This design comes from an exercise in tuning for small area on the open sky130 flow, not from production work. Only simulation tests tie the RTL to the original design; equivalence was not proved. The clock cells of runs 2 to 6 come from the design's own scripts or RTL, not from TritonCTS. The flow treats the clock pin as an ideal source. Dropping or thinning the clock tree relies on that and would not hold on a real chip. Power is estimated from default activity; no workload was simulated.

**design/flow/flow/run.sh**
```bash
#!/bin/bash
# Own layout flow: the standard ORFS flow (standard.sh) with these changes:
#  1. synthesis: the final ABC technology mapping uses an area-oriented script
#     (flow/abc_map.script: &deepsyn, then dch and amap) instead of ORFS's
#     abc_area/abc_speed script; the rest of synthesis (registers, their
#     names and cells, flattening, renaming) is unchanged;
#  2. port buffers are the smallest buffer (buf_1) instead of ORFS's default;
#  3. clock tree: built by flow/cts_hook.tcl (a PRE_CTS hook) as a few clock
#     buffers driven by the clock port, each driving a group of nearby
#     register clock pins, in place of TritonCTS's H-tree with dummy loads;
#  4. constant outputs share synthesis's tie cell (no repair_tie_fanout).
# Each tool's full output stays in orfs/logs/ (one log per step) and make's
# output in flow_make.log.
set -euo pipefail
work=$(pwd)
abc_script=$work/flow/abc_map.script
{
    head -n 1 synth_recipe.tcl
    cat <<TCL
proc abc {args} {
    set i [lsearch -exact \$args -script]
    if {\$i >= 0} { set args [lreplace \$args [expr {\$i + 1}] [expr {\$i + 1}] $abc_script] }
    puts "own flow: abc {*}\$args"
    yosys abc {*}\$args
}
TCL
    tail -n +2 synth_recipe.tcl
} > own_synth.tcl
export BUFFER_PORTS_ARGS="-buffer_cell sky130_fd_sc_hd__buf_1"
export PRE_CTS_TCL=$work/flow/cts_hook.tcl
export OWN_CLOCK_BUFFER=sky130_fd_sc_hd__clkbuf_8
export OWN_CLOCK_MAX_GROUPS=4
export OWN_CLOCK_MAX_SLEW_NS=0.112
export SKIP_REPAIR_TIE_FANOUT=1
bash standard.sh SYNTH_SCRIPT=$work/own_synth.tcl finish > flow_make.log 2>&1
```
**design/flow/flow/abc_map.script**
```
strash
&get -n
&deepsyn -T 60
&put
dch -f
amap
topo
```
**design/flow/flow/cts_hook.tcl**
```tcl
set cts_block [ord::get_db_block]
set cts_port_net [[$cts_block findBTerm clk] getNet]
set cts_master [[ord::get_db] findMaster $::env(OWN_CLOCK_BUFFER)]
set cts_pins {}
foreach it [$cts_port_net getITerms] {
  set box [[$it getInst] getBBox]
  lappend cts_pins [list $it [expr {([$box xMin] + [$box xMax]) / 2}] [expr {([$box yMin] + [$box yMax]) / 2}]]
}
set cts_made {}

proc cts_build {k axis} {
  global cts_block cts_port_net cts_master cts_pins cts_made
  set pins [lsort -integer -index $axis $cts_pins]
  set n [llength $pins]
  for {set g 0} {$g < $k} {incr g} {
    set lo [expr {$g * $n / $k}]
    set hi [expr {($g + 1) * $n / $k - 1}]
    set buf [odb::dbInst_create $cts_block $cts_master clkbuf_own_$g]
    set net [odb::dbNet_create $cts_block clknet_own_$g]
    $net setSigType CLOCK
    set sx 0
    set sy 0
    foreach p [lrange $pins $lo $hi] {
      lassign $p it x y
      set sx [expr {$sx + $x}]
      set sy [expr {$sy + $y}]
      $it disconnect
      $it connect $net
    }
    set m [expr {$hi - $lo + 1}]
    [$buf findITerm A] connect $cts_port_net
    [$buf findITerm X] connect $net
    $buf setLocation [expr {$sx / $m}] [expr {$sy / $m}]
    $buf setPlacementStatus PLACED
    lappend cts_made [list $buf $net]
  }
}

proc cts_undo {} {
  global cts_port_net cts_made
  foreach bn $cts_made {
    lassign $bn buf net
    foreach it [$net getITerms] {
      if {[$it getInst] ne $buf} {
        $it disconnect
        $it connect $cts_port_net
      }
    }
    odb::dbInst_destroy $buf
    odb::dbNet_destroy $net
  }
  set cts_made {}
}

proc cts_worst_slew {} {
  global cts_pins
  estimate_parasitics -placement
  set worst 0.0
  foreach p $cts_pins {
    set it [lindex $p 0]
    set pin [get_pins [[$it getInst] getName]/[[$it getMTerm] getName]]
    foreach prop {slew_max_rise slew_max_fall} {
      set s [get_property $pin $prop]
      if {$s > $worst} { set worst $s }
    }
  }
  return $worst
}

set_propagated_clock [all_clocks]
set cts_done 0
for {set k 1} {$k <= $::env(OWN_CLOCK_MAX_GROUPS) && !$cts_done} {incr k} {
  set best {}
  foreach axis {1 2} {
    cts_build $k $axis
    set s [cts_worst_slew]
    puts "own flow: $k clock buffer(s), split on [lindex {- x y} $axis]: worst clock-pin slew $s"
    cts_undo
    if {$best eq {} || $s < [lindex $best 1]} { set best [list $axis $s] }
  }
  if {[lindex $best 1] <= $::env(OWN_CLOCK_MAX_SLEW_NS) || $k == $::env(OWN_CLOCK_MAX_GROUPS)} {
    cts_build $k [lindex $best 0]
    puts "own flow: kept $k clock buffer(s) $::env(OWN_CLOCK_BUFFER), split on [lindex {- x y} [lindex $best 0]], slew [cts_worst_slew]"
    set cts_done 1
  }
}
proc clock_tree_synthesis {args} {
  puts "own flow: clock_tree_synthesis skipped, clock tree built by the PRE_CTS hook"
}
```
**design/flow/standard.sh**
```bash
#!/bin/bash
# synth_recipe.tcl (not shown) runs the flow's synth.tcl, then flattens the netlist and writes it again
# the make line also repeats each setting of config.mk as NAME=value (left out here)
make -C /OpenROAD-flow-scripts/flow DESIGN_CONFIG=/design/flow/config.mk WORK_HOME=/design/flow/orfs CLKGATE_MAP_FILE= SYNTH_SCRIPT=/design/flow/synth_recipe.tcl "${@:-finish}"
```
**design/flow/config.mk**
```make
export PLATFORM = sky130hd
export DESIGN_NAME = temp
export DESIGN_NICKNAME = temp
export VERILOG_FILES = /design/flow/design.v
export SDC_FILE = /design/flow/constraint.sdc
export NUM_CORES = 4
export LEC_CHECK = 0
export CAP_MARGIN = 20
export CORE_MARGIN = 2
export CORE_UTILIZATION = 65
export SLEW_MARGIN = 20
```
**design/flow/constraint.sdc**
```tcl
create_clock -name core_clock -period 10.0 [get_ports {clk}]
set_input_delay 2.0000 -clock core_clock [delete_from_list [all_inputs] [get_ports {clk}]]
set_output_delay 2.0000 -clock core_clock [all_outputs]
set_load 0.01 [all_outputs]
```
**design/flow/design.v**
```verilog
`timescale 1ns/1ps
module temp(clk, rst_n, sda_i, sda_o, sda_oe, scl, out_led, arrange);
    input clk;
    input rst_n;
    input sda_i;
    output sda_o;
    output sda_oe;
    output scl;
    output [7:0] out_led;
    output [7:0] arrange;
    reg [1:0] p;
    reg [2:0] q;
    reg [5:0] d;
    reg [9:0] n;
    reg [1:0] count;
    reg scl, sda_r, sda_link;
    reg [7:0] rd0, rd1;
    wire q4   = q[2] & ~q[1];           
    wire p1   = ~p[1] & p[0];           
    wire p3   = p[1] & ~p[0];           
    wire step = q4 & p3;                
    wire tog  = q4 & p1;                
    wire inc  = step & scl;             
    wire cinc = (d == 6'b100000) & p1;  
    wire act  = n[9];
    wire [4:0] a = n[4:0];
    wire last = n[9] & n[4] & n[3] & n[2];      
    wire [9:0] nx = n + inc;
    always @(posedge clk or negedge rst_n)
        if (!rst_n) begin
            p <= 2'b00;
            q <= 3'b000;
            d <= 6'b000000;
            count <= 2'd0;
            scl <= 1'b1;
            n <= 10'd12;
        end else begin
            p <= {p[0], ~p[1]};
            q <= {q[1:0], ~(q[2] | q[1])};
            d <= {d[4:0], ~(d[5] ^ d[4])};
            count <= count + cinc;
            scl <= scl ^ tog;
            n <= nx & ~({last, 4'b0000, last, 3'b000, last} & {10{inc}});
        end
    wire link_a = ~a[4] & (~a[3] | ~(a[2] | a[1] | a[0]))
                | a[4] & (a[3] & a[2] | a[3] & a[1] & a[0] | ~a[3] & ~a[2] & a[1] & ~a[0]);
    wire sda_z = act & (a[1] & ~a[2] & ~a[3] | a[2] & ~a[1] & a[0]
                        | ~a[3] & ~a[2] & ~a[1] & ~a[0] & scl | a[3] & a[2] & ~scl);
    always @(posedge clk or negedge rst_n)
        if (!rst_n) begin
            sda_r <= 1'b1;
            sda_link <= 1'b0;
        end else begin
            if (step) sda_r <= ~sda_z;
            if (step & act) sda_link <= link_a;
            else if (~n[9] & nx[9]) sda_link <= 1'b0;    
        end
    wire rd_en = inc & act;
    genvar k;
    generate
        for (k = 0; k < 8; k = k + 1) begin : g_rd
            always @(posedge clk or negedge rst_n)
                if (!rst_n) begin
                    rd0[k] <= 1'b0;
                    rd1[k] <= 1'b0;
                end else begin
                    if (rd_en & a == 17 - k) rd0[k] <= sda_i;
                    if (rd_en & a == 26 - k) rd1[k] <= sda_i;
                end
        end
    endgenerate
    assign sda_o = sda_r;
    assign sda_oe = sda_link;
    wire [7:0] y = count[1] ? rd0 : {1'b0, rd1[7:1]};
    wire lo = count[1] ? rd1[7] : rd1[0];
    function [3:0] dstep;
        input [2:0] r;
        input b;
        reg qb;
        begin
            qb = r[2] | (r[1] & (r[0] | b));
            dstep = {qb, r[1] & ~r[0] & ~b | r[2] & b,
                         r[0] & (~r[1] | b) | r[2] & ~b,
                         b ^ qb};
        end
    endfunction
    wire [3:0] s5 = dstep({1'b0, y[7:6]}, y[5]);
    wire [3:0] s4 = dstep(s5[2:0], y[4]);
    wire [3:0] s3 = dstep(s4[2:0], y[3]);
    wire [3:0] s2 = dstep(s3[2:0], y[2]);
    wire [3:0] s1 = dstep(s2[2:0], y[1]);
    wire [3:0] s0 = dstep(s1[2:0], y[0]);
    wire [3:0] dig = count[0] ? {s3[3], s2[3], s1[3], s0[3]} : {s0[2:0], lo};
    reg [6:0] seg;
    always @*
        case (dig)
            4'd0: seg = 7'b0000001;
            4'd1: seg = 7'b1001111;
            4'd2: seg = 7'b0010010;
            4'd3: seg = 7'b0000110;
            4'd4: seg = 7'b1001100;
            4'd5: seg = 7'b0100100;
            4'd6: seg = 7'b0100000;
            4'd7: seg = 7'b0001111;
            4'd8: seg = 7'b0000000;
            4'd9: seg = 7'b0001100;
            default: seg = 7'b1111111;
        endcase
    assign out_led = {seg, ~(count[1] & ~count[0])};
    assign arrange = {4'b1111, ~(4'b0001 << count)};
endmodule
```
==> key figures, run 1 <==
Synthesis
  – Synth Area in Compound Gates: a little under a fifth
  – Main combinational cell family by area after synthesis: simple AND/OR/NAND/NOR gates
  – EDFF count, synth: 0
  – Yosys warns: 1
  – Synth Area per Inst: about 8 um2
  – Multiplexer share of the synthesized area: 0%
  – Largest cells by area after synthesis: dfrtp_1, nor2_1, clkinv_1, o21ai_0, ha_1
  – Xor/xnor cell area share of the yosys netlist: 0%
  – Cell taking the most area after synthesis: dfrtp_1
  – Count leader, synth: nor2_1
  – Yosys top cell area share: 42.5%
  – Sequential area share after synthesis: 47.2%
  – Area share of fa/ha/maj cells after synthesis: 5.03%
  – #FFs+latches synth: 42
  – Dominant synthesized flop cell: dfrtp_1
  – Gate Count Post-Synth: 277
  – Distinct cells, synth: 32
  – Ys async rst share: 100%
  – Top cells by instance count after synthesis: nor2_1, dfrtp_1, clkinv_1
  – Simple-gate share of the synthesized area: 21.9%
  – Mapped cell area: 2240 um2

Floorplanning
  – Initial Utilization: between 60% and 70%
  – IO Count: 22
  – Die height: 62.7 um
  – Die X: 62.7 um
  – Num rows: 21

Outcome
  – Stop stage: 4_1_cts
  – Status: stopped before the end
  – Err: Error: cts.tcl, 6 can't read "cts_pins": no such variable

Placed design
  – Placed inst area: 2320 um2
  – GPL Wtd Cong: 0.840
  – DP Wirelength: 3250 um
  – IO buf count: 17
==> per-stage QoR <==
step | setup slack, ns | std cells
after floorplan | 3.68 | 277
after global placement | 3.22 | 335
after detailed placement | 3.00 | 335
==> power groups by stage <==
stage                     Sequential [mW]  Combinational, mW  Clock [mW]
after detailed placement            0.173            0.00523           0
after global placement              0.173            0.00516           0
after floorplan                     0.173            0.00243           0
==> worst max-delay path by stage <==
stage / cells past startpoint / endpoint
global placement: 28 / out_led[4]
floorplan: 27 / out_led[4]
detailed placement: 28 / out_led[4]
==> kinds of logic after synthesis <==
logic type,count (synthesis)
and+or+nand+nor,117
buffers and inverters,41
AOI/OAI and AO/OA,67
adders and majority gates,9
other,1
DFF,42
==> run 2, diff against run 1 <==
--- a/design/flow/flow/run.sh
+++ b/design/flow/flow/run.sh
@@ -5,7 +5,7 @@
 #     abc_area/abc_speed script; the rest of synthesis (registers, their
 #     names and cells, flattening, renaming) is unchanged;
 #  2. port buffers are the smallest buffer (buf_1) instead of ORFS's default;
-#  3. clock tree: built by flow/cts_hook.tcl (a PRE_CTS hook) as a few clock
+#  3. clock tree: built by flow/cts_hook.tcl (a PRE_CTS hook) as a few
 #     buffers driven by the clock port, each driving a group of nearby
 #     register clock pins, in place of TritonCTS's H-tree with dummy loads;
 #  4. constant outputs share synthesis's tie cell (no repair_tie_fanout).
@@ -28,8 +28,7 @@
 } > own_synth.tcl
 export BUFFER_PORTS_ARGS="-buffer_cell sky130_fd_sc_hd__buf_1"
 export PRE_CTS_TCL=$work/flow/cts_hook.tcl
-export OWN_CLOCK_BUFFER=sky130_fd_sc_hd__clkbuf_8
-export OWN_CLOCK_MAX_GROUPS=4
-export OWN_CLOCK_MAX_SLEW_NS=0.112
+export OWN_CLOCK_CHOICES="{sky130_fd_sc_hd__clkbuf_8 2} {sky130_fd_sc_hd__buf_4 4} {sky130_fd_sc_hd__buf_8 2} {sky130_fd_sc_hd__buf_6 3} {sky130_fd_sc_hd__clkbuf_8 3} {sky130_fd_sc_hd__clkbuf_8 4}"
+export OWN_CLOCK_MAX_SLEW_NS=0.110
 export SKIP_REPAIR_TIE_FANOUT=1
 bash standard.sh SYNTH_SCRIPT=$work/own_synth.tcl finish > flow_make.log 2>&1
==> design/flow/flow/cts_hook.tcl (replaced) <==

# groups of pins: strips along axis 1 (x) or 2 (y), or a 2 x 2 grid (axis 3)
proc cts_groups {k axis} {
  global cts_pins
  if {$axis == 3} {
    set out {}
    foreach half [cts_groups 2 1] {
      set pins [lsort -integer -index 2 $half]
      set n [llength $pins]
      lappend out [lrange $pins 0 [expr {$n / 2 - 1}]] [lrange $pins [expr {$n / 2}] end]
    }
    return $out
  }
  set pins [lsort -integer -index $axis $cts_pins]
  set n [llength $pins]
  set out {}
  for {set g 0} {$g < $k} {incr g} {
    lappend out [lrange $pins [expr {$g * $n / $k}] [expr {($g + 1) * $n / $k - 1}]]
  }
  return $out
}

proc cts_build {cell k axis} {
  global cts_block cts_port_net cts_made
  set master [[ord::get_db] findMaster $cell]
  set g 0
  foreach grp [cts_groups $k $axis] {
    set buf [odb::dbInst_create $cts_block $master clkbuf_own_$g]
    set net [odb::dbNet_create $cts_block clknet_own_$g]
    $net setSigType CLOCK
    set sx 0
    set sy 0
    foreach p $grp {
      lassign $p it x y
      set sx [expr {$sx + $x}]
      set sy [expr {$sy + $y}]
      $it disconnect
      $it connect $net
    }
    set m [llength $grp]
    [$buf findITerm A] connect $cts_port_net
    [$buf findITerm X] connect $net
    $buf setLocation [expr {$sx / $m}] [expr {$sy / $m}]
    $buf setPlacementStatus PLACED
    lappend cts_made [list $buf $net]
    incr g
  }
}

proc cts_undo {} {
  global cts_port_net cts_made
  foreach bn $cts_made {
    lassign $bn buf net
    foreach it [$net getITerms] {
      if {[$it getInst] ne $buf} {
        $it disconnect
        $it connect $cts_port_net
      }
    }
    odb::dbInst_destroy $buf
    odb::dbNet_destroy $net
  }
  set cts_made {}
}

proc cts_worst_slew {} {
  global cts_pins
  estimate_parasitics -placement
  set worst 0.0
  foreach p $cts_pins {
    set it [lindex $p 0]
    set pin [get_pins [[$it getInst] getName]/[[$it getMTerm] getName]]
    foreach prop {slew_max_rise slew_max_fall} {
      set s [get_property $pin $prop]
      if {$s > $worst} { set worst $s }
    }
  }
  return $worst
}

proc clock_tree_synthesis {args} {
  puts "own flow: clock_tree_synthesis skipped, clock tree built by the PRE_CTS hook"
}

# The hook is sourced inside a proc, so the state lives in globals.
proc cts_own_main {} {
  global cts_block cts_port_net cts_pins cts_made
  set cts_block [ord::get_db_block]
  set cts_port_net [[$cts_block findBTerm clk] getNet]
  set cts_pins {}
  foreach it [$cts_port_net getITerms] {
    set box [[$it getInst] getBBox]
    lappend cts_pins [list $it [expr {([$box xMin] + [$box xMax]) / 2}] [expr {([$box yMin] + [$box yMax]) / 2}]]
  }
  set cts_made {}
  set_propagated_clock [all_clocks]
  set cts_best {}
  foreach choice $::env(OWN_CLOCK_CHOICES) {
    lassign $choice cell k
    set axes [expr {$k == 4 ? {1 2 3} : {1 2}}]
    if {$k == 1} { set axes {1} }
    set ok 0
    foreach axis $axes {
      cts_build $cell $k $axis
      set s [cts_worst_slew]
      cts_undo
      puts "own flow: $k x $cell, split [lindex {- x y grid} $axis]: worst clock-pin slew $s"
      if {$cts_best eq {} || $s < [lindex $cts_best 3]} { set cts_best [list $cell $k $axis $s] }
      if {$s <= $::env(OWN_CLOCK_MAX_SLEW_NS)} {
        set cts_best [list $cell $k $axis $s]
        set ok 1
        break
      }
    }
    if {$ok} { break }
  }
  lassign $cts_best cell k axis s
  cts_build $cell $k $axis
  puts "own flow: kept $k x $cell, split [lindex {- x y grid} $axis], worst clock-pin slew [cts_worst_slew]"
}
cts_own_main
==> key figures, run 2 <==
Outcome
  – Status: complete, no violations

Floorplanning
  – Die height: 62.7 um
  – Num rows: 21
  – Initial Utilization: between 60% and 70%
  – Core area: 3310 um2
  – Die X: 62.7 um
  – Die ar.: a little under 4000 um2
  – IO Count: 22

Synthesis
  – Multiplexer share of the synthesized area: 0%
  – Sequential area share after synthesis: 47.2%
  – EDFF count, synth: 0
  – Synth Area per Inst: 8.08 um2
  – Ys async rst share: 100%
  – Mapped cell area: 2240 um2
  – Area share of fa/ha/maj cells after synthesis: 5.03%
  – Top cells by instance count after synthesis: nor2_1, dfrtp_1, clkinv_1
  – Count leader, synth: nor2_1
  – Synth Area in Compound Gates: 18.1%
  – Largest cells by area after synthesis: dfrtp_1, nor2_1, clkinv_1, o21ai_0, ha_1
  – #FFs+latches synth: 42
  – Cell taking the most area after synthesis: dfrtp_1
  – Distinct cells, synth: 32
  – Yosys warns: 1
  – Xor/xnor cell area share of the yosys netlist: 0%
  – Main combinational cell family by area after synthesis: simple AND/OR/NAND/NOR gates
  – Dominant synthesized flop cell: dfrtp_1
  – Yosys top cell area share: 42.5%
  – Gate Count Post-Synth: 277
  – Simple-gate share of the synthesized area: 21.9%

Power
  – Leakage power: 0.926 nW
  – Final Total Pwr: 0.237 mW
  – Pwr per Cell Area: 101 nW/um2
  – Peak supply drop: 96.2 uV

Drt
  – Vias per Instance: 5.56
  – DRC viols: 0
  – Initial DRT Pass Iterations: 4
  – DRT Wirelength: 4130 um
  – Initial DRC Count: 168
  – WL/cell: 12.2 um
  – Routed Antenna Nets: 0
  – DR vias: 1884

Hold path
  – Tightest Hold Check Type: reg -> reg

Global route
  – Tot GR Track Use: 22.6%
  – Largest net degree at the start of global routing: 43
  – Vias in the first global route: 1773
  – Initial antenna violation count: 0
  – First-pass GRT wire length: 7510 um
  – Total congestion overflow: 0

CTS
  – Cts hold-fix bufs: 0
  – Post-CTS Repair Setup Buffers: 0
  – Post-CTS Resized: 0
  – Reg clk slew, reported paths: 0.10 ns
  – Worst skew pair latency: 0.14 ns

STA
  – Worst Skew: 0.00970 ns
  – RSZ-0062 raised after global routing: no
  – Minimum clock period after layout: 7.22 ns
  – Slew at the pin closest to its max-slew limit: 0.872 ns
  – Final setup fails: 0
  – Rel. slew slack: 41.9%
  – Period utilization: between 70% and 80%
  – F_max: about 0.14 GHz
  – Fin Setup TNS: 0 ns
  – Slew Viols, Final: 0
  – Final Hold Vio Count: 0

Finish
  – Final Net Count: 307
  – Area growth from synthesis to layout: 5.14%
  – Largest register FFs: 10
  – Largest reg by FF count: n
  – Commonest cells after routing, fill and taps aside: nor2_1, dfrtp_1, clkinv_1
  – Layout cells sized above 1: 3.07%
  – Commonest non-fill, non-tap cell in the layout: nor2_1
  – Final core occ: 71.1%
  – N_diodes: 0
  – Largest regs: n x10, rd0 x8, rd1 x8
  – Filler Cell Count: 293

Setup path
  – Critical path peak fanout: 13
  – CP Class: reg -> out
  – Critical Path Max Stage Delay: roughly 0.53 ns
  – Most frequent CP cell: nor2_1
  – WP data arrival: 5.22 ns
  – Req. time, crit path: 8.00 ns
  – Critical Path Source Type: flop
  – Slowest cell on the critical path: dfrtp_1
  – Crit. End Element: output port

Run
  – Max cap viols: 0

Placed design
  – DP Wirelength: approximately 3300 um
  – IO buf count: 17
  – GPL Wtd Cong: 0.840
[run 2: cell counts after synthesis]
Identical to the previous run, type by type.
[run 2: metrics by stage]
step	setup WS [ns]	instance area [um2]	instances	hold WS, ns
2_1_floorplan	3.68	2240	277	0.331
3_3_place_gp	3.22	2320	335	0.343
3_5_place_dp	3.00	2320	335	0.338
4_1_cts	2.81	2350	339	0.365
5_1_grt	2.00	2350	339	0.388
6_report	2.78	2350	339	0.366
[run 2: path summary, 6_finish.rpt]
| check | cells after the start | startpoint | slack (ns) | to |
|---|---|---|---|---|
| min in group asynchronous | 1 | rst_n | 1.97 | n[7] |
| worst max-delay path | 28 | count[1] | 2.78 | out_led[4] |
| worst min register to register | 0 | q[0] | 0.37 | q[1] |
| worst max register to register | 13 | q[1] | 7.29 | n[9] |
| max in group asynchronous | 1 | rst_n | 7.49 | count[0] |
| worst min-delay path | 0 | q[0] | 0.37 | q[1] |
[run 2: logic make-up after synthesis]
logic type	Yosys count
simple gates	117
compound gates	67
flops	42
buf+inv	41
fa+ha+maj	9
other cells	1
[run 2: layer usage]
metal | share of wire, % | global-route usage, % | up-vias
li1 | - | - | 968
met1 | 48 | 31.2 | 885
met2 | 49 | 41.0 | 28
met3 | 2.7 | 1.44 | 3
met4 | 0.77 | 2.50 | 0
met5 | 0 | 0 | -
[run 2: final cells by class]
type,count,area (um2),share of cell area (%)
flip-flops and latches,42,1060,44.9
inverters,36,135,5.74
well taps,46,57.6,2.45
multi-input cells,194,1010,42.9
repair buffers,17,65.1,2.76
plain buffers,4,30.0,1.28
[run 2: worst max-delay path, delay by kind of cell (launching register included)]
family	cells	cell delay, ns
fa+ha+maj	1	0.34
flops	1	0.53
buf+inv	5	0.93
compound gates	8	1.57
simple gates	14	1.70
[run 2: report_power, final]
group | internal, mW | switching, mW | leakage [nW] | total, mW
Combinational | 0.000322 | 0.00469 | 0.440 | 0.00502
Clock | 0.0211 | 0.0411 | 0.0192 | 0.0622
Sequential | 0.170 | 0 | 0.467 | 0.170
==> run 3, diff against run 2 <==
--- a/design/flow/design.v
+++ b/design/flow/design.v
@@ -91,21 +91,16 @@
     wire [3:0] s1 = dstep(s2[2:0], y[1]);
     wire [3:0] s0 = dstep(s1[2:0], y[0]);
     wire [3:0] dig = count[0] ? {s3[3], s2[3], s1[3], s0[3]} : {s0[2:0], lo};
-    reg [6:0] seg;
-    always @*
-        case (dig)
-            4'd0: seg = 7'b0000001;
-            4'd1: seg = 7'b1001111;
-            4'd2: seg = 7'b0010010;
-            4'd3: seg = 7'b0000110;
-            4'd4: seg = 7'b1001100;
-            4'd5: seg = 7'b0100100;
-            4'd6: seg = 7'b0100000;
-            4'd7: seg = 7'b0001111;
-            4'd8: seg = 7'b0000000;
-            4'd9: seg = 7'b0001100;
-            default: seg = 7'b1111111;
-        endcase
+    wire [3:0] v = dig;
+    wire blank = v[3] & (v[2] | v[1]);
+    wire [6:0] seg;
+    assign seg[6] = blank | ~v[3] & ~v[1] & (v[2] ^ v[0]);                  
+    assign seg[5] = blank | v[2] & (v[1] ^ v[0]);                           
+    assign seg[4] = blank | ~v[2] & v[1] & ~v[0];                           
+    assign seg[3] = blank | ~v[1] & (v[2] ^ v[0]) | v[2] & v[1] & v[0];     
+    assign seg[2] = v[0] | blank | v[2] & ~v[1];                            
+    assign seg[1] = blank | ~v[3] & ~v[2] & (v[1] | v[0]) | v[2] & v[1] & v[0];  
+    assign seg[0] = blank | ~v[3] & ~v[2] & ~v[1] | v[2] & v[1] & v[0];     
     assign out_led = {seg, ~(count[1] & ~count[0])};
     assign arrange = {4'b1111, ~(4'b0001 << count)};
 endmodule
--- a/design/flow/flow/run.sh
+++ b/design/flow/flow/run.sh
@@ -1,9 +1,10 @@
 #!/bin/bash
 # Own layout flow: the standard ORFS flow (standard.sh) with these changes:
-#  1. synthesis: the final ABC technology mapping uses an area-oriented script
-#     (flow/abc_map.script: &deepsyn, then dch and amap) instead of ORFS's
-#     abc_area/abc_speed script; the rest of synthesis (registers, their
-#     names and cells, flattening, renaming) is unchanged;
+#  1. synthesis: the final ABC technology mapping is run with each of the
+#     area-oriented scripts flow/abc_map*.script (&deepsyn or rewriting, then
+#     dch and amap) in place of ORFS's abc_area/abc_speed script, and the one
+#     giving the smallest cell area is kept; the rest of synthesis (registers,
+#     their names and cells, flattening, renaming) is unchanged;
 #  2. port buffers are the smallest buffer (buf_1) instead of ORFS's default;
 #  3. clock tree: built by flow/cts_hook.tcl (a PRE_CTS hook) as a few
 #     buffers driven by the clock port, each driving a group of nearby
@@ -13,15 +14,28 @@
 # output in flow_make.log.
 set -euo pipefail
 work=$(pwd)
-abc_script=$work/flow/abc_map.script
+scripts=$(ls $work/flow/abc_map*.script | tr '\n' ' ')
 {
     head -n 1 synth_recipe.tcl
     cat <<TCL
 proc abc {args} {
     set i [lsearch -exact \$args -script]
-    if {\$i >= 0} { set args [lreplace \$args [expr {\$i + 1}] [expr {\$i + 1}] $abc_script] }
-    puts "own flow: abc {*}\$args"
-    yosys abc {*}\$args
+    set lib [lindex \$args [expr {[lsearch -exact \$args -liberty] + 1}]]
+    yosys design -save own_pre_abc
+    set best {}
+    foreach scr {$scripts} {
+        yosys design -load own_pre_abc
+        yosys abc {*}[lreplace \$args [expr {\$i + 1}] [expr {\$i + 1}] \$scr]
+        yosys tee -q -o $work/own_abc_stat.txt stat -liberty \$lib
+        set f [open $work/own_abc_stat.txt]
+        regexp {Chip area for module[^:]*: ([0-9.]+)} [read \$f] -> area
+        close \$f
+        puts "own flow: abc script \$scr: area \$area"
+        if {\$best eq {} || \$area < [lindex \$best 1]} { set best [list \$scr \$area] }
+    }
+    yosys design -load own_pre_abc
+    puts "own flow: kept abc script [lindex \$best 0] (area [lindex \$best 1])"
+    yosys abc {*}[lreplace \$args [expr {\$i + 1}] [expr {\$i + 1}] [lindex \$best 0]]
 }
 TCL
     tail -n +2 synth_recipe.tcl
==> design/flow/flow/abc_map1.script (new file) <==
strash
&get -n
&deepsyn -S 1 -T 60
&put
dch -f
amap
topo
==> design/flow/flow/abc_map2.script (new file) <==
strash
&get -n
&deepsyn -S 2 -T 60
&put
dch -f
amap
strash
dch -f
amap
topo
==> design/flow/flow/abc_map3.script (new file) <==
strash
&get -n
&deepsyn -S 3 -T 60
&put
dch -f
amap
topo
==> design/flow/flow/abc_map4.script (new file) <==
strash
balance
rewrite
refactor
balance
rewrite
rewrite -z
balance
refactor -z
rewrite -z
balance
dch -f
amap
topo
removed: design/flow/flow/abc_map.script
==> key figures, run 3 <==
Power
  – Sequential share of power: just over 70%
  – Switch share: 19.2%
  – Clock network fraction of total power: about a quarter
  – Combinational Power Share: 2.1%
  – Leakage power: 0.861 nW
  – P_sw: 0.0454 mW
  – Peak supply drop: ~90 uV
  – Internal power: ~0.19 mW
  – Pwr per Cell Area: roughly 100 nW/um2

STA
  – Slew at the pin closest to its max-slew limit: 0.898 ns
  – Rel. slew slack: between 40% and 50%
  – Fin Setup TNS: 0 ns
  – RSZ-0062 raised after global routing: no
  – F_max: 0.126 GHz
  – Worst Skew: 0.0111 ns
  – Period utilization: 79.4%
  – Slew Viols, Final: 0
  – Final Hold Vio Count: 0
  – Final setup fails: 0
  – Minimum clock period after layout: 7.94 ns

Finish
  – Commonest non-fill, non-tap cell in the layout: nor2_1
  – Layout cells sized above 1: between 3 and 4%
  – Largest reg by FF count: n
  – N_diodes: 0
  – Final Net Count: 283
  – Largest register FFs: 10
  – Largest regs: n x10, rd0 x8, rd1 x8
  – Area growth from synthesis to layout: 5.26%
  – Commonest cells after routing, fill and taps aside: nor2_1, dfrtp_1, clkinv_1
  – Final core occ: 72.6%

Drt
  – DR vias: 1767
  – Initial DRT Pass Iterations: 4
  – WL/cell: roughly 12 um
  – Initial DRC Count: 79
  – DRT Wirelength: 3840 um
  – Routed Antenna Nets: 0
  – DRC viols: 0
  – Vias per Instance: 5.57

Floorplanning
  – Die height: 61.4 um
  – Die X: 61.4 um
  – Num rows: 20
  – IO Count: 22
  – Initial Utilization: 69.0%
  – Core area: 3100 um2
  – Die ar.: 3770 um2

CTS
  – Post-CTS Resized: 0
  – Post-CTS Repair Setup Buffers: 0
  – Reg clk slew, reported paths: around 0.10 ns
  – Worst skew pair latency: ~0.14 ns
  – Cts hold-fix bufs: 0

Outcome
  – Status: complete, no violations

Synthesis
  – Top cells by instance count after synthesis: nor2_1, dfrtp_1, clkinv_1
  – Synth Area per Inst: about 8.3 um2
  – Cell taking the most area after synthesis: dfrtp_1
  – Distinct cells, synth: 35
  – Mapped cell area: 2140 um2
  – Largest cells by area after synthesis: dfrtp_1, nor2_1, a21oi_1, dfstp_2, clkinv_1
  – Sequential area share after synthesis: 49.3%
  – Gate Count Post-Synth: 257
  – #FFs+latches synth: 42
  – Dominant synthesized flop cell: dfrtp_1
  – EDFF count, synth: 0
  – Yosys top cell area share: 44.4%
  – Yosys warns: 1
  – Count leader, synth: nor2_1
  – Ys async rst share: 100%

Global route
  – Total congestion overflow: 0
  – Largest net degree at the start of global routing: 43
  – First-pass GRT wire length: 6830 um
  – Initial antenna violation count: 0
  – Vias in the first global route: around 1600
  – Tot GR Track Use: 23.1%

Hold path
  – Tightest Hold Check Type: reg -> reg
  – Min-delay src: q[0]

Setup path
  – Req. time, crit path: around 8 ns
  – Worst R2R Setup Slack: ~7.5 ns
  – CP Class: reg -> out
  – Cells on worst reg2reg path: 12
  – Reg-to-Reg End: sda_link
  – Reg2reg start: q[1]
  – Critical path origin: count[1]
  – Critical Path Source Type: flop
  – CP endpoint: out_led[2]
  – WP data arrival: 5.94 ns
  – Critical path peak fanout: 12
  – Crit. End Element: output port

Run
  – Max cap viols: 0

Placed design
  – IO buf count: 17
  – DP Wirelength: roughly 2900 um
  – GPL Wtd Cong: 0.829
## run 3: changes by cell type after synthesis, sizes merged, moves of 3 or more
cell    change
o31ai       -3
nand2      -10
nor2        -3
ha          -4
o21ai       -4
a21oi      +10
nor3        -4
clkinv      -9
## run 3: kinds of logic (layout without fill, tap and decap cells)
group / after synthesis / count (layout) / share of synthesized area [%]
AND/OR/NAND/NOR: 105 / 105 / 21.1
AO/OA/AOI/OAI: 72 / 72 / 20.0
other: 1 / 1 / 0.175
buffers and inverters: 32 / 48 / 6.49
adder cells (fa/ha/maj): 5 / 5 / 2.92
flip-flops: 42 / 42 / 49.3
## run 3: through the flow
step	setup WS (ns)	area [um2]	total power [mW]	std cells	hold WS, ns
floorplan	3.17	2140	0.176	257	0.331
global placement	2.56	2220	0.178	313	0.341
detailed placement	2.29	2220	0.178	313	0.340
CTS	2.08	2250	0.237	317	0.362
global route	1.20	2250	0.244	317	0.377
finish	2.06	2250	0.237	317	0.360
## run 3: critical path, cell delays in order (launching register included)
cell      delay [ns]
dfrtp_1         0.58
clkinv_1        0.37
o22ai_1         0.38
or2_0           0.17
a222oi_1        0.11
o32ai_1         0.27
nor2b_1         0.12
o21ai_0         0.32
nand2_1         0.11
o21ai_0         0.15
nor2_1          0.12
o21a_1          0.22
nor2_1          0.15
nand2_1         0.07
o21ai_0         0.10
nor2_1          0.09
and2_0          0.16
o21ai_0         0.27
o21ai_0         0.15
nor2_1          0.15
o21ai_0         0.14
nor2b_1         0.17
o32ai_1         0.54
clkinv_1        0.17
o21ai_0         0.29
o31a_1          0.24
o21ai_0         0.09
buf_1           0.13
## run 3: power groups by stage
stage | sequential [mW] | combinational [mW] | clock, mW
3_3_place_gp | 0.173 | 0.00519 | 0
6_report | 0.170 | 0.00506 | 0.0617
2_1_floorplan | 0.173 | 0.00255 | 0
5_1_grt | 0.170 | 0.00610 | 0.0685
3_5_place_dp | 0.173 | 0.00517 | 0
4_1_cts | 0.170 | 0.00522 | 0.0618
## run 3: how the worst min path moves through the flow
stage	slack (ns)	to	cells after the start
3_5_place_dp	0.34	q[1]	0
3_3_place_gp	0.34	q[1]	0
5_1_grt	0.38	q[1]	0
2_1_floorplan	0.33	q[1]	0
6_report	0.36	q[1]	0
4_1_cts	0.36	q[1]	0
## run 3: layer usage
layer	up-vias	share of wire (%)	track usage, %
met2	29	47	40.4
met4	0	0.99	3.04
met1	817	49	32.8
met3	3	3.0	1.68
met5	-	0	0
li1	918	-	-
## run 3: final cells by class
type	count	area, um2
inverter	27	101
sequential	42	1060
tap	44	55.1
fill	265	850
timing repair buffer	17	65.1
buffer	4	30.0
multi-input combinational	183	946
==> run 4, diff against run 3 <==
--- a/design/flow/design.v
+++ b/design/flow/design.v
@@ -25,7 +25,15 @@
     wire act  = n[9];
     wire [4:0] a = n[4:0];
     wire last = n[9] & n[4] & n[3] & n[2];      
-    wire [9:0] nx = n + inc;
+    wire [9:0] carry;
+    assign carry[0] = inc;
+    genvar c;
+    generate
+        for (c = 1; c < 10; c = c + 1) begin : g_carry
+            assign carry[c] = carry[c - 1] & n[c - 1];
+        end
+    endgenerate
+    wire [9:0] nx = n ^ carry;
     always @(posedge clk or negedge rst_n)
         if (!rst_n) begin
             p <= 2'b00;
@@ -53,7 +61,7 @@
         end else begin
             if (step) sda_r <= ~sda_z;
             if (step & act) sda_link <= link_a;
-            else if (~n[9] & nx[9]) sda_link <= 1'b0;    
+            else if (carry[9] & ~n[9]) sda_link <= 1'b0;    
         end
     wire rd_en = inc & act;
     genvar k;
--- a/design/flow/flow/run.sh
+++ b/design/flow/flow/run.sh
@@ -31,11 +31,13 @@
         regexp {Chip area for module[^:]*: ([0-9.]+)} [read \$f] -> area
         close \$f
         puts "own flow: abc script \$scr: area \$area"
-        if {\$best eq {} || \$area < [lindex \$best 1]} { set best [list \$scr \$area] }
+        if {\$best eq {} || \$area < [lindex \$best 1]} {
+            set best [list \$scr \$area]
+            yosys design -save own_best_abc
+        }
     }
-    yosys design -load own_pre_abc
-    puts "own flow: kept abc script [lindex \$best 0] (area [lindex \$best 1])"
-    yosys abc {*}[lreplace \$args [expr {\$i + 1}] [expr {\$i + 1}] [lindex \$best 0]]
+    yosys design -load own_best_abc
+    puts "own flow: kept the result of abc script [lindex \$best 0] (area [lindex \$best 1])"
 }
 TCL
     tail -n +2 synth_recipe.tcl
==> design/flow/flow/abc_map5.script (new file) <==
strash
&get -n
&deepsyn -S 4 -T 60
&put
dch -f
amap
topo
==> key figures, run 4 <==
STA
  – Fin Setup TNS: 0 ns
  – RSZ-0062 raised after global routing: no
  – Hold slack: between 0.3 and 0.4 ns
  – Minimum clock period after layout: 7.51 ns
  – Slew at the pin closest to its max-slew limit: 0.887 ns
  – Period utilization: between 70% and 80%
  – Rel. slew slack: approximately two fifths
  – Final Hold Vio Count: 0
  – Slew Viols, Final: 0
  – Final worst-path setup slack: 2.49 ns
  – Worst Skew: 0.0131 ns
  – F_max: 0.133 GHz
  – Final setup fails: 0

Power
  – Internal power: 0.191 mW
  – Sequential share of power: between 70 and 80%
  – Switch share: 18.9%
  – Final Total Pwr: roughly 0.24 mW
  – Leakage power: 0.932 nW
  – Pwr per Cell Area: 105 nW/um2
  – Combinational Power Share: about 2.1%
  – P_sw: ~0.045 mW
  – Clock network fraction of total power: roughly a quarter
  – Peak supply drop: 68.1 uV

Drt
  – DR vias: 1700
  – Initial DRC Count: 93
  – Initial DRT Pass Iterations: 5
  – Routed Antenna Nets: 0
  – DRC viols: 0
  – DRT Wirelength: 3820 um
  – WL/cell: ~12 um
  – Vias per Instance: 5.56

Finish
  – Commonest cells after routing, fill and taps aside: nor2_1, dfrtp_1, clkinv_1, o21ai_0, nand2_1
  – Layout cells sized above 1: 3.44%
  – Commonest non-fill, non-tap cell in the layout: nor2_1
  – Post-route cell area: approximately 2200 um2
  – Largest regs: n x10, rd0 x8, rd1 x8
  – Largest reg by FF count: n
  – Filler Cell Count: 259
  – Area of the multi-input gates: 927 um2
  – Seq. cell area: 1060 um2
  – Largest register FFs: 10
  – Final Net Count: 279
  – Area growth from synthesis to layout: 5.27%
  – N_diodes: 0

Setup path
  – Most frequent CP cell: o21ai_0
  – WP data arrival: ~5.5 ns
  – Worst path bufs/invs: 5
  – Req. time, crit path: 8.00 ns
  – Top delay family on crit path: compound AO/OA/AOI/OAI gates
  – CP Class: reg -> out
  – Crit. End Element: output port
  – Critical path peak fanout: 12
  – Critical Path Source Type: flop
  – Critical Path Max Stage Delay: between 0.6 and 0.7 ns
  – Slowest cell on the critical path: o32ai_1

Run
  – Max cap viols: 0

Placed design
  – IO buf count: 17
  – Placed inst area: 2220 um2
  – DP Wirelength: around 3000 um
  – GPL Wtd Cong: 0.882
  – Place WS: 2.66 ns

Floorplanning
  – Die ar.: 3760 um2
  – Num rows: 20
  – IO Count: 22
  – Die height: ~61 um
  – Die X: 61.3 um
  – Initial Utilization: between 60% and 70%
  – Core area: 3100 um2

Hold path
  – Tightest Hold Check Type: reg -> reg

Synthesis
  – Gate Count Post-Synth: 246
  – EDFF count, synth: 0
  – Top cells by instance count after synthesis: nor2_1, dfrtp_1, clkinv_1, o21ai_0, nand2_1
  – Sequential area share after synthesis: between 40% and 50%
  – Yosys top cell area share: between 40 and 50%
  – Count leader, synth: nor2_1
  – #FFs+latches synth: 42
  – Mapped cell area: 2140 um2
  – Ys async rst share: 100%
  – Distinct cells, synth: 27
  – Synth Area per Inst: 8.69 um2
  – Dominant synthesized flop cell: dfrtp_1
  – Largest cells by area after synthesis: dfrtp_1, nor2_1, o21ai_0, ha_1, clkinv_1
  – Yosys warns: 1
  – Cell taking the most area after synthesis: dfrtp_1

CTS
  – Cts hold-fix bufs: 0
  – Post-CTS Resized: 0
  – Post-CTS Repair Setup Buffers: 0
  – Reg clk slew, reported paths: 0.10 ns
  – Worst skew pair latency: 0.14 ns

Outcome
  – Status: complete, no violations

Global route
  – Tot GR Track Use: 22.2%
  – Largest net degree at the start of global routing: 43
  – First-pass GRT wire length: between 6000 and 7000 um
  – Vias in the first global route: ~1500
  – Total congestion overflow: 0
  – Initial antenna violation count: 0
-- run 4: changes by cell type after synthesis, moves of 3 or more --
cell,previous run,this run
a21oi_1,26,13
clkinv_1,27,31
ha_1,5,12
or3_1,1,5
o21ai_0,20,31
o22ai_1,7,10
nand4_1,3,0
nor2_1,57,43
-- run 4: area by class of cell --
cell class / instances / area share, %
plain buffers: 4 / 1.33
inverters: 31 / 5.17
multi-input cells: 168 / 41.2
flip-flops and latches: 42 / 46.9
well taps: 44 / 2.45
repair buffers: 17 / 2.89
-- run 4: kinds of logic (layout without fill, tap and decap cells) --
family / Yosys count / after routing / synth area share [%]
AND/OR/NAND/NOR: 87 / 87 / 17.4
AO/OA/AOI/OAI: 68 / 68 / 18.7
buffers and inverters: 36 / 52 / 7.20
adder cells (fa/ha/maj): 12 / 12 / 7.03
flip-flops: 42 / 42 / 49.4
other: 1 / 1 / 0.175
-- run 4: stage by stage --
step	util (%)	std cells
after global routing	72.5	306
after detailed placement	71.5	302
after global placement	71.5	302
final	72.5	306
after floorplan	-	246
after CTS	72.5	306
-- run 4: power by group through the flow --
| stage | Clock [mW] | Sequential, mW | Combinational [mW] |
|---|---|---|---|
| floorplan | 0 | 0.173 | 0.00221 |
| global placement | 0 | 0.173 | 0.00500 |
| detailed placement | 0 | 0.173 | 0.00496 |
| CTS | 0.0625 | 0.170 | 0.00495 |
| global route | 0.0687 | 0.170 | 0.00573 |
| finish | 0.0610 | 0.170 | 0.00484 |
-- run 4: layer usage --
metal | global-route usage (%) | vias up | wire length [um]
met1 | 32.3 | 775 | 1850
li1 | - | 873 | -
met4 | 4.26 | 0 | 62
met2 | 37.5 | 46 | 1760
met3 | 1.47 | 6 | 151
met5 | 0 | - | 0
-- run 4: final timing paths --
kind                           from         end  slack [ns]  cells past startpoint
setup / recovery           count[1]  out_led[1]        2.49                     25
hold / removal                 q[0]        q[1]        0.36                      0
setup reg to reg               q[1]    sda_link        7.23                     15
hold reg to reg                q[0]        q[1]        0.36                      0
max in group asynchronous     rst_n        d[1]        7.47                      1
min in group asynchronous     rst_n        n[4]        1.97                      1
-- run 4: worst reg2reg max path, delay by kind of cell (launching register included) --
| family | cells | cell delay (ns) |
|---|---|---|
| adders and majority gates | 9 | 1.32 |
| and+or+nand+nor | 4 | 0.71 |
| buffers and inverters | 1 | 0.14 |
| AOI/OAI and AO/OA | 1 | 0.11 |
| DFF | 1 | 0.40 |
==> run 5, diff against run 4 <==
==> design/flow/flow/abc_map6.script (new file) <==
strash
&get -n
&deepsyn -S 5 -T 60
&put
dch -f
amap
strash
dch -f
amap
topo
==> design/flow/flow/abc_map7.script (new file) <==
strash
&get -n
&deepsyn -S 6 -T 60
&put
dch -f
amap
strash
dch -f
amap
topo
==> design/flow/flow/abc_map8.script (new file) <==
strash
&get -n
&deepsyn -S 7 -T 60
&put
dch -f
amap
topo
==> key figures, run 5 <==
Drt
  – DR vias: 1650
  – DRT Wirelength: 3650 um
  – Initial DRT Pass Iterations: 4
  – Routed Antenna Nets: 0
  – Initial DRC Count: 84
  – WL/cell: 12.1 um
  – Vias per Instance: 5.46
  – DRC viols: 0

Synthesis
  – Area share of fa/ha/maj cells after synthesis: 7.05%
  – Main combinational cell family by area after synthesis: compound AO/OA/AOI/OAI gates
  – Yosys top cell area share: roughly 45%
  – Multiplexer share of the synthesized area: 0%
  – Cell taking the most area after synthesis: dfrtp_1
  – Synth Area per Inst: 8.79 um2
  – Sequential area share after synthesis: 49.6%
  – Top cells by instance count after synthesis: nor2_1, dfrtp_1, o21ai_0
  – Mapped cell area: 2130 um2
  – EDFF count, synth: 0
  – Ys async rst share: 100%
  – Largest cells by area after synthesis: dfrtp_1, nor2_1, ha_1, o21ai_0, clkinv_1
  – Distinct cells, synth: 28
  – Gate Count Post-Synth: about 240
  – Dominant synthesized flop cell: dfrtp_1
  – Yosys warns: 1
  – Count leader, synth: nor2_1
  – #FFs+latches synth: 42
  – Simple-gate share of the synthesized area: ~17%
  – Xor/xnor cell area share of the yosys netlist: 0%
  – Synth Area in Compound Gates: 18.8%

CTS
  – Cts hold-fix bufs: 0
  – Post-CTS Resized: 0
  – Reg clk slew, reported paths: approximately 0.1 ns
  – Post-CTS Repair Setup Buffers: 0
  – Worst skew pair latency: approximately 0.14 ns

Floorplanning
  – IO Count: 22
  – Die ar.: 3750 um2
  – Die X: 61.2 um
  – Initial Utilization: approximately 69%
  – Core area: 3080 um2
  – Num rows: 20
  – Die height: 61.2 um

Global route
  – Initial antenna violation count: 0
  – Tot GR Track Use: 21.0%
  – Largest net degree at the start of global routing: 43
  – First-pass GRT wire length: ~6000 um
  – Total congestion overflow: 0
  – Vias in the first global route: 1452

STA
  – Minimum clock period after layout: ~7.6 ns
  – Slew Viols, Final: 0
  – Rel. slew slack: 41.0%
  – Worst Skew: 0.00989 ns
  – Final Hold Vio Count: 0
  – F_max: 0.132 GHz
  – Period utilization: 75.7%
  – RSZ-0062 raised after global routing: no
  – Slew at the pin closest to its max-slew limit: between 0.8 and 0.9 ns
  – Fin Setup TNS: 0 ns
  – Final setup fails: 0

Finish
  – Filler Cell Count: between 200 and 300
  – Area growth from synthesis to layout: 5.29%
  – Final Net Count: approximately 280
  – N_diodes: 0
  – Final non-filler cell total: 302
  – Largest register FFs: 10
  – Commonest non-fill, non-tap cell in the layout: nor2_1
  – Largest regs: n x10, rd0 x8, rd1 x8
  – Commonest cells after routing, fill and taps aside: nor2_1, dfrtp_1, o21ai_0
  – Largest reg by FF count: n
  – Layout cells sized above 1: under 10%

Power
  – Pwr per Cell Area: about 110 nW/um2
  – Peak supply drop: 86.9 uV
  – Leakage power: 0.906 nW

Setup path
  – Critical Path Source Type: flop
  – Crit. End Element: output port
  – WP data arrival: 5.57 ns
  – Req. time, crit path: approximately 8.0 ns
  – Critical path peak fanout: 12
  – CP Class: reg -> out

Placed design
  – GPL Wtd Cong: 0.854
  – IO buf count: 17
  – DP Wirelength: 2850 um
  – Placed insts: ~300

Hold path
  – Tightest Hold Check Type: reg -> reg

Run
  – Max cap viols: 0

Outcome
  – Status: complete, no violations
[run 5: path summary, 6_finish.rpt]
kind                       startpoint         end  slack (ns)  cells past startpoint
setup / recovery             count[1]  out_led[6]        2.43                     27
hold / removal                   q[0]        q[1]        0.37                      0
setup reg to reg                 q[1]    sda_link        7.20                     16
hold reg to reg                  q[0]        q[1]        0.37                      0
max in group asynchronous       rst_n        n[1]        7.47                      1
min in group asynchronous       rst_n        n[6]        1.97                      1
[run 5: cell families after synthesis]
logic type / count (synthesis)
fa+ha+maj: 12
buf+inv: 34
other cells: 1
compound gates: 68
flops: 42
simple gates: 85
[run 5: power breakdown]
group / leakage [nW] / internal [mW] / total [mW] / switching (mW)
registers: 0.467 / 0.170 / 0.170 / 0
clock network: 0.0192 / 0.0210 / 0.0619 / 0.0409
logic: 0.421 / 0.000302 / 0.00458 / 0.00427
total: 0.906 / 0.191 / 0.236 / 0.0451
[run 5: area by class of cell]
class / count / area [um2] / area share (%)
well taps: 44 / 55.1 / 2.46
inverters: 29 / 109 / 4.86
flip-flops and latches: 42 / 1060 / 47.1
multi-input cells: 166 / 926 / 41.3
repair buffers: 17 / 65.1 / 2.90
plain buffers: 4 / 30.0 / 1.34
[run 5: layer usage]
layer / global-route usage, % / vias to the layer above / wire [um]
li1: - / 865 / -
met1: 30.3 / 748 / 1760
met2: 36.3 / 32 / 1690
met3: 1.05 / 5 / 145
met4: 3.11 / 0 / 59
met5: 0 / - / 0
[run 5: critical path, cell delays in order, from the launching register on]
cell and delay, ns:
dfrtp_1 0.56, clkinv_1 0.34, o22a_1 0.29, nor2_1 0.19
clkinv_1 0.14, a22oi_1 0.24, nor2_1 0.09, and2_0 0.17
o21ai_0 0.29, nor2_1 0.07, a21oi_1 0.16, nor2_1 0.07
o21ai_0 0.25, o21ai_0 0.15, and2_0 0.19, o21ai_0 0.25
clkinv_1 0.16, o22ai_1 0.20, and2_0 0.18, o21ai_0 0.13
nor2_1 0.12, a21oi_1 0.05, o22ai_1 0.29, clkinv_1 0.18
ha_1 0.31, clkinv_1 0.05, o21ai_0 0.14, buf_1 0.17
[run 5: per-stage QoR]
step | setup slack [ns] | utilization [%] | hold WS [ns] | area (um2) | power, mW
after floorplan | 3.43 | - | 0.331 | 2130 | 0.175
after global placement | 2.79 | 71.8 | 0.332 | 2210 | 0.178
after detailed placement | 2.61 | 71.8 | 0.338 | 2210 | 0.178
after CTS | 2.43 | 72.8 | 0.369 | 2240 | 0.237
after global routing | 1.80 | 72.8 | 0.376 | 2240 | 0.244
final | 2.43 | 72.8 | 0.371 | 2240 | 0.236
==> run 6, diff against run 5 <==
==> design/flow/flow/abc_map01.script (new file) <==
strash
&get -n
&deepsyn -S 1 -T 60
&put
dch -f
amap
topo
==> design/flow/flow/abc_map02.script (new file) <==
strash
&get -n
&deepsyn -S 1 -T 60
&put
dch -f
amap
strash
dch -f
amap
topo
==> design/flow/flow/abc_map03.script (new file) <==
strash
&get -n
&deepsyn -S 2 -T 60
&put
dch -f
amap
topo
==> design/flow/flow/abc_map04.script (new file) <==
strash
&get -n
&deepsyn -S 2 -T 60
&put
dch -f
amap
strash
dch -f
amap
topo
==> design/flow/flow/abc_map05.script (new file) <==
strash
&get -n
&deepsyn -S 3 -T 60
&put
dch -f
amap
topo
==> design/flow/flow/abc_map06.script (new file) <==
strash
&get -n
&deepsyn -S 3 -T 60
&put
dch -f
amap
strash
dch -f
amap
topo
==> design/flow/flow/abc_map07.script (new file) <==
strash
&get -n
&deepsyn -S 4 -T 60
&put
dch -f
amap
topo
==> design/flow/flow/abc_map08.script (new file) <==
strash
&get -n
&deepsyn -S 4 -T 60
&put
dch -f
amap
strash
dch -f
amap
topo
==> design/flow/flow/abc_map09.script (new file) <==
strash
&get -n
&deepsyn -S 5 -T 60
&put
dch -f
amap
topo
==> design/flow/flow/abc_map10.script (new file) <==
strash
&get -n
&deepsyn -S 5 -T 60
&put
dch -f
amap
strash
dch -f
amap
topo
==> design/flow/flow/abc_map11.script (new file) <==
strash
&get -n
&deepsyn -S 6 -T 60
&put
dch -f
amap
topo
==> design/flow/flow/abc_map12.script (new file) <==
strash
&get -n
&deepsyn -S 6 -T 60
&put
dch -f
amap
strash
dch -f
amap
topo
==> design/flow/flow/abc_map13.script (new file) <==
strash
&get -n
&deepsyn -S 7 -T 60
&put
dch -f
amap
topo
==> design/flow/flow/abc_map14.script (new file) <==
strash
&get -n
&deepsyn -S 7 -T 60
&put
dch -f
amap
strash
dch -f
amap
topo
==> design/flow/flow/abc_map15.script (new file) <==
strash
&get -n
&deepsyn -S 8 -T 60
&put
dch -f
amap
topo
==> design/flow/flow/abc_map16.script (new file) <==
strash
&get -n
&deepsyn -S 8 -T 60
&put
dch -f
amap
strash
dch -f
amap
topo
==> design/flow/flow/abc_map17.script (new file) <==
strash
balance
rewrite
refactor
balance
rewrite
rewrite -z
balance
refactor -z
rewrite -z
balance
dch -f
amap
topo
removed: design/flow/flow/abc_map1.script
removed: design/flow/flow/abc_map2.script
removed: design/flow/flow/abc_map3.script
removed: design/flow/flow/abc_map4.script
removed: design/flow/flow/abc_map5.script
removed: design/flow/flow/abc_map6.script
removed: design/flow/flow/abc_map7.script
removed: design/flow/flow/abc_map8.script
==> key figures, run 6 <==
STA
  – Slew Viols, Final: 0
  – Hold slack: between 0.3 and 0.4 ns
  – Slew at the pin closest to its max-slew limit: 0.884 ns
  – Minimum clock period after layout: 7.57 ns
  – Fin Setup TNS: 0 ns
  – Final Hold Vio Count: 0
  – Period utilization: 75.7%
  – Final setup fails: 0
  – RSZ-0062 raised after global routing: no
  – F_max: 0.132 GHz
  – Worst Skew: 0.00989 ns
  – Rel. slew slack: 41.0%

Setup path
  – Req. time, crit path: 8.00 ns
  – Reg-to-Reg End: sda_link
  – Crit. End Element: output port
  – Cells on worst reg2reg path: 16
  – CP Class: reg -> out
  – Reg2reg start: q[1]
  – WP data arrival: 5.57 ns
  – Critical Path Source Type: flop
  – Worst R2R Setup Slack: approximately 7.2 ns
  – Critical path peak fanout: 12

Finish
  – Largest register FFs: 10
  – Layout cells sized above 1: 3.49%
  – Commonest non-fill, non-tap cell in the layout: nor2_1
  – Final non-filler cell total: 302
  – Largest regs: n x10, rd0 x8, rd1 x8
  – Final core occ: 72.8%
  – Area growth from synthesis to layout: 5.29%
  – Largest reg by FF count: n
  – Filler Cell Count: 256
  – Final Net Count: roughly 280
  – Commonest cells after routing, fill and taps aside: nor2_1, dfrtp_1, o21ai_0
  – Post-route cell area: 2240 um2
  – N_diodes: 0

Floorplanning
  – Die X: roughly 61 um
  – Die height: about 60 um
  – Initial Utilization: 69.1%
  – IO Count: 22
  – Core area: 3080 um2
  – Die ar.: 3750 um2
  – Num rows: 20

Placed design
  – IO buf count: 17
  – Placed inst area: roughly 2200 um2
  – GPL Wtd Cong: about 0.85
  – DP Wirelength: between 2000 and 3000 um
  – Placed insts: 298

Synthesis
  – Largest cells by area after synthesis: dfrtp_1, nor2_1, ha_1, o21ai_0, clkinv_1
  – Dominant synthesized flop cell: dfrtp_1
  – Distinct cells, synth: 28
  – Synth Area per Inst: a little under 9 um2
  – Top cells by instance count after synthesis: nor2_1, dfrtp_1, o21ai_0
  – Mapped cell area: ~2100 um2
  – Yosys top cell area share: between 40% and 50%
  – EDFF count, synth: 0
  – Count leader, synth: nor2_1
  – Yosys warns: 1
  – Cell taking the most area after synthesis: dfrtp_1
  – Sequential area share after synthesis: 49.6%
  – #FFs+latches synth: between 40 and 50
  – Gate Count Post-Synth: 242
  – Ys async rst share: between 90% and 100%

Global route
  – Initial antenna violation count: 0
  – Total congestion overflow: 0
  – Largest net degree at the start of global routing: 43
  – Tot GR Track Use: 21.0%
  – Vias in the first global route: about 1500
  – First-pass GRT wire length: about 6000 um

Power
  – Pwr per Cell Area: 105 nW/um2
  – Peak supply drop: approximately 87 uV
  – Leakage power: 0.906 nW

Drt
  – Routed Antenna Nets: 0
  – Initial DRT Pass Iterations: 4
  – Initial DRC Count: 84
  – DRT Wirelength: ~3600 um
  – Vias per Instance: 5.46
  – DR vias: about 1700
  – DRC viols: 0
  – WL/cell: 12.1 um

CTS
  – Post-CTS Repair Setup Buffers: 0
  – Worst skew pair latency: 0.14 ns
  – Post-CTS Resized: 0
  – Cts hold-fix bufs: 0
  – Reg clk slew, reported paths: roughly 0.10 ns

Outcome
  – Status: complete, no violations

Run
  – Max cap viols: 0

Hold path
  – Tightest Hold Check Type: reg -> reg
  – Hold EP: q[1]
  – Hold Path Cell Cnt: 0
  – Min-delay src: q[0]
[run 6: cell counts after synthesis]
No cell type changed its count.
[run 6: report_power, final]
part	switching (mW)	total, mW	internal [mW]
combinational	0.00427	0.00458	0.000302
sequential	0	0.170	0.170
clock	0.0409	0.0619	0.0210
total	0.0451	0.236	0.191
[run 6: kinds of logic (layout without fill, tap and decap cells)]
kind of cell | Yosys count | after routing | share of synthesized area (%)
AOI/OAI and AO/OA | 68 | 68 | 18.8
other | 1 | 1 | 0.176
buffers and inverters | 34 | 50 | 6.88
and+or+nand+nor | 85 | 85 | 17.5
DFF | 42 | 42 | 49.6
adders and majority gates | 12 | 12 | 7.05
[run 6: metal layers]
metal	track usage, %	vias to the layer above	share of wire, %
li1	-	865	-
met1	30.3	748	48
met2	36.3	32	46
met3	1.05	5	4.0
met4	3.11	0	1.6
met5	0	-	0
[run 6: critical path: stages, from the launching register on]
cell	delay (ns)
dfrtp_1	0.56
clkinv_1	0.34
o22a_1	0.29
nor2_1	0.19
clkinv_1	0.14
a22oi_1	0.24
nor2_1	0.09
and2_0	0.17
o21ai_0	0.29
nor2_1	0.07
a21oi_1	0.16
nor2_1	0.07
o21ai_0	0.25
o21ai_0	0.15
and2_0	0.19
o21ai_0	0.25
clkinv_1	0.16
o22ai_1	0.20
and2_0	0.18
o21ai_0	0.13
nor2_1	0.12
a21oi_1	0.05
o22ai_1	0.29
clkinv_1	0.18
ha_1	0.31
clkinv_1	0.05
o21ai_0	0.14
buf_1	0.17
[run 6: worst max path at each step]
| stage | end | from | slack [ns] | cells past startpoint |
|---|---|---|---|---|
| 2_1_floorplan | out_led[6] | count[1] | 3.43 | 26 |
| 3_3_place_gp | out_led[7] | count[1] | 2.79 | 25 |
| 3_5_place_dp | out_led[7] | count[1] | 2.61 | 25 |
| 4_1_cts | out_led[7] | count[1] | 2.43 | 25 |
| 5_1_grt | out_led[7] | count[1] | 1.80 | 25 |
| 6_report | out_led[6] | count[1] | 2.43 | 27 |
[run 6: stage by stage]
stage	setup slack, ns	power (mW)
5_1_grt	1.80	0.244
4_1_cts	2.43	0.237
2_1_floorplan	3.43	0.175
3_3_place_gp	2.79	0.178
6_report	2.43	0.236
3_5_place_dp	2.61	0.178
[run 6: final cells by class]
type	count	area, um2	share of cell area (%)
Buffer	4	30.0	1.34
Inverter	29	109	4.86
Multi-Input combinational cell	166	926	41.3
Sequential cell	42	1060	47.1
Tap cell	44	55.1	2.46
Timing Repair Buffer	17	65.1	2.90
==> run 7, diff against run 6 <==
==> design/flow/run.sh (new file) <==
#!/bin/bash
# synth_recipe.tcl (not shown) runs the flow's synth.tcl, then flattens the netlist and writes it again
# the make line also repeats each setting of config.mk as NAME=value (left out here)
make -C /OpenROAD-flow-scripts/flow DESIGN_CONFIG=/design/flow/config.mk WORK_HOME=/design/flow/orfs CLKGATE_MAP_FILE= SYNTH_SCRIPT=/design/flow/synth_recipe.tcl finish
--- a/design/flow/config.mk
+++ b/design/flow/config.mk
@@ -5,7 +5,8 @@
 export SDC_FILE = /design/flow/constraint.sdc
 export NUM_CORES = 4
 export LEC_CHECK = 0
+export ABC_AREA = 1
 export CAP_MARGIN = 20
 export CORE_MARGIN = 2
-export CORE_UTILIZATION = 65
+export CORE_UTILIZATION = 40
 export SLEW_MARGIN = 20
removed: design/flow/flow/run.sh
removed: design/flow/flow/abc_map01.script
removed: design/flow/flow/abc_map02.script
removed: design/flow/flow/abc_map03.script
removed: design/flow/flow/abc_map04.script
removed: design/flow/flow/abc_map05.script
removed: design/flow/flow/abc_map06.script
removed: design/flow/flow/abc_map07.script
removed: design/flow/flow/abc_map08.script
removed: design/flow/flow/abc_map09.script
removed: design/flow/flow/abc_map10.script
removed: design/flow/flow/abc_map11.script
removed: design/flow/flow/abc_map12.script
removed: design/flow/flow/abc_map13.script
removed: design/flow/flow/abc_map14.script
removed: design/flow/flow/abc_map15.script
removed: design/flow/flow/abc_map16.script
removed: design/flow/flow/abc_map17.script
removed: design/flow/flow/cts_hook.tcl
removed: design/flow/standard.sh
==> key figures, run 7 <==
Outcome
  – Status: complete, no violations

Drt
  – DRC viols: 0
  – WL/cell: roughly 11 um
  – Initial DRC Count: 60
  – Routed Antenna Nets: 0
  – DRT Wirelength: roughly 4500 um
  – DR vias: 1903
  – Initial DRT Pass Iterations: 4
  – Vias per Instance: 4.76

Synthesis
  – Count leader, synth: nand2_1
  – Dominant synthesized flop cell: dfrtp_1
  – Gate Count Post-Synth: slightly above 300
  – Distinct cells, synth: 38
  – Cell taking the most area after synthesis: dfrtp_1
  – EDFF count, synth: 0
  – #FFs+latches synth: 42
  – Largest cells by area after synthesis: dfrtp_1, nand2_1, ha_1, inv_1, nand3_1
  – Ys async rst share: 100%
  – Top cells by instance count after synthesis: nand2_1, dfrtp_1, inv_1
  – Mapped cell area: 2460 um2
  – Sequential area share after synthesis: between 40 and 50%
  – Yosys top cell area share: 38.6%
  – Yosys warns: 1
  – Synth Area per Inst: 8.02 um2

Setup path
  – Req. time, crit path: 8.00 ns
  – Critical path peak fanout: 19
  – CP Class: reg -> out
  – Crit. End Element: output port
  – WP data arrival: around 4 ns
  – Critical Path Source Type: flop
  – Cells on worst reg2reg path: 15

Finish
  – Largest reg by FF count: n
  – N_diodes: 0
  – Area of the multi-input gates: 1190 um2
  – Commonest non-fill, non-tap cell in the layout: nand2_1
  – Filler Cell Count: between 500 and 600
  – Largest regs: n x10, rd0 x8, rd1 x8
  – Largest register FFs: 10
  – Area growth from synthesis to layout: 11.3%
  – Final Net Count: between 300 and 400
  – Final core occ: 46.3%
  – Layout cells sized above 1: ~13%
  – Seq. cell area: 1060 um2
  – Commonest cells after routing, fill and taps aside: nand2_1, dfrtp_1, inv_1

Power
  – Combinational Power Share: 1.9%
  – Pwr per Cell Area: 99.4 nW/um2
  – Clock network fraction of total power: 35.8%
  – Peak supply drop: 80.8 uV
  – Internal power: between 0.2 and 0.25 mW
  – Leakage power: 1.36 nW
  – P_sw: about 0.054 mW
  – Switch share: 19.9%
  – Sequential share of power: between 60% and 70%

STA
  – Worst Skew: 0.00648 ns
  – Final Hold Vio Count: 0
  – F_max: roughly 0.17 GHz
  – RSZ-0062 raised after global routing: no
  – Final worst-path setup slack: 4.09 ns
  – Slew Viols, Final: 0
  – Slew at the pin closest to its max-slew limit: 0.889 ns
  – Final setup fails: 0
  – Rel. slew slack: 40.7%
  – Period utilization: 59.1%
  – Minimum clock period after layout: 5.91 ns
  – Fin Setup TNS: 0 ns

CTS
  – TritonCTS clock tree: built
  – Post-CTS Repair Setup Buffers: 0
  – Worst skew pair latency: 0.28 ns
  – Clk buf depth: 2
  – Clk root buf: clkbuf_8
  – Post-CTS Resized: 0
  – Cts hold-fix bufs: 0
  – Clock sink count: 42
  – Reg clk slew, reported paths: ~0.070 ns
  – CTS H-tree lvls: 2
  – Total CTS buffers: 5

Floorplanning
  – Core area: 5920 um2
  – IO Count: 22
  – Die ar.: 6800 um2
  – Initial Utilization: approximately two fifths
  – Die height: between 80 and 90 um
  – Die X: slightly above 80 um
  – Num rows: 28

Global route
  – First-pass GRT wire length: 8000 um
  – Tot GR Track Use: 15.1%
  – Vias in the first global route: 1856
  – Largest net degree at the start of global routing: 43
  – Initial antenna violation count: 0
  – Total congestion overflow: 0

Hold path
  – Hold Path Cell Cnt: 0
  – Tightest Hold Check Type: reg -> reg

Placed design
  – IO buf count: 17
  – GPL Wtd Cong: 0.812
  – Place WS: 4.37 ns
  – DP Wirelength: 3500 um

Run
  – Max cap viols: 0
run 7: cell types whose count changed after synthesis, moves of 5 or more:
cell / previous run / this run
inv_1: 0 / 35
nor2_1: 48 / 23
or3_1: 5 / 0
nand2_1: 12 / 69
o21ai_0: 30 / 13
nand3_1: 3 / 24
nand4_1: 0 / 5
clkinv_1: 29 / 1
o22ai_1: 9 / 2
nand2_2: 0 / 10
o21ai_1: 0 / 5
run 7: cell type report:
type                    count  area share (%)
multi-input cells         218            43.6
inverters                  41            5.70
clock buffers               7            2.78
flip-flops and latches     42            38.5
repair buffers             17            6.02
well taps                  75            3.42
run 7: metrics by stage:
stage / hold WS, ns / cell area (um2) / instances / power, mW
final: 0.356 / 2740 / 400 / 0.273
after global placement: 0.332 / 2670 / 393 / 0.179
after floorplan: 0.331 / 2470 / 310 / 0.176
after detailed placement: 0.338 / 2670 / 393 / 0.179
after CTS: 0.359 / 2740 / 400 / 0.278
after global routing: 0.371 / 2740 / 400 / 0.286
run 7: power by group through the flow:
stage	combinational [mW]	sequential [mW]	clock [mW]
2_1_floorplan	0.00254	0.173	0
3_3_place_gp	0.00546	0.173	0
4_1_cts	0.00553	0.170	0.103
5_1_grt	0.00643	0.170	0.110
6_report	0.00517	0.170	0.0976
3_5_place_dp	0.00552	0.173	0
run 7: cell families (layout without fill, tap and decap cells):
logic type / Yosys count / count (layout) / synth area share (%)
AOI/OAI and AO/OA: 46 / 46 / 11.4
xor gates and xnor gates: 2 / 2 / 0.711
adders and majority gates: 12 / 12 / 6.09
buffers and inverters: 50 / 65 / 9.09
DFF: 42 / 42 / 42.9
other: 1 / 4 / 0.152
and+or+nand+nor: 154 / 154 / 29.7
run 7: path summary, 6_finish.rpt:
kind | start | end | slack, ns
max | count[1] | out_led[2] | 4.09
min | q[0] | q[1] | 0.36
max reg2reg | q[2] | n[9] | 7.19
min reg2reg | q[0] | q[1] | 0.36
max in group asynchronous | rst_n | d[0] | 7.60
min in group asynchronous | rst_n | p[0] | 1.84
run 7: worst max-delay path, stage by stage (launching register included):
cell and delay, ns:
dfrtp_1 0.72, nand3_2 0.23, nor2_2 0.19, nor2_2 0.04, nand2_1 0.09, nand2_2 0.08, nand2_1 0.07, nand2_2 0.06
nand3_1 0.08, nand3_1 0.08, nand2_1 0.08, nand2_1 0.08, nand2_2 0.08, nand3_1 0.07, nand2_1 0.11, nand3_1 0.09
nand2_1 0.10, nand2_1 0.06, nand2_2 0.07, nand3_1 0.08, nand3_2 0.12, nand2_4 0.08, ha_1 0.19, nand3b_1 0.14
nand3_1 0.10, clkdlybuf4s50_1 0.53
run 7: per-layer routing:
layer	part of all wire, %	routed length (um)	global-route usage [%]	up-vias
li1	-	-	-	1036
met1	51	2310	20.4	837
met2	45	2010	25.2	25
met3	3.0	136	2.83	5
met4	0.65	29	3.50	0
met5	0	0	0	-

Re-timed with assumed drivers on the ports (clkbuf_16 on the clock, buf_2 on other inputs), run 7 has 4.066 ns of setup slack against 4.089 ns with ideal ports, and 4.370 ns once port delays also move by the mid clock arrival of 0.304 ns.
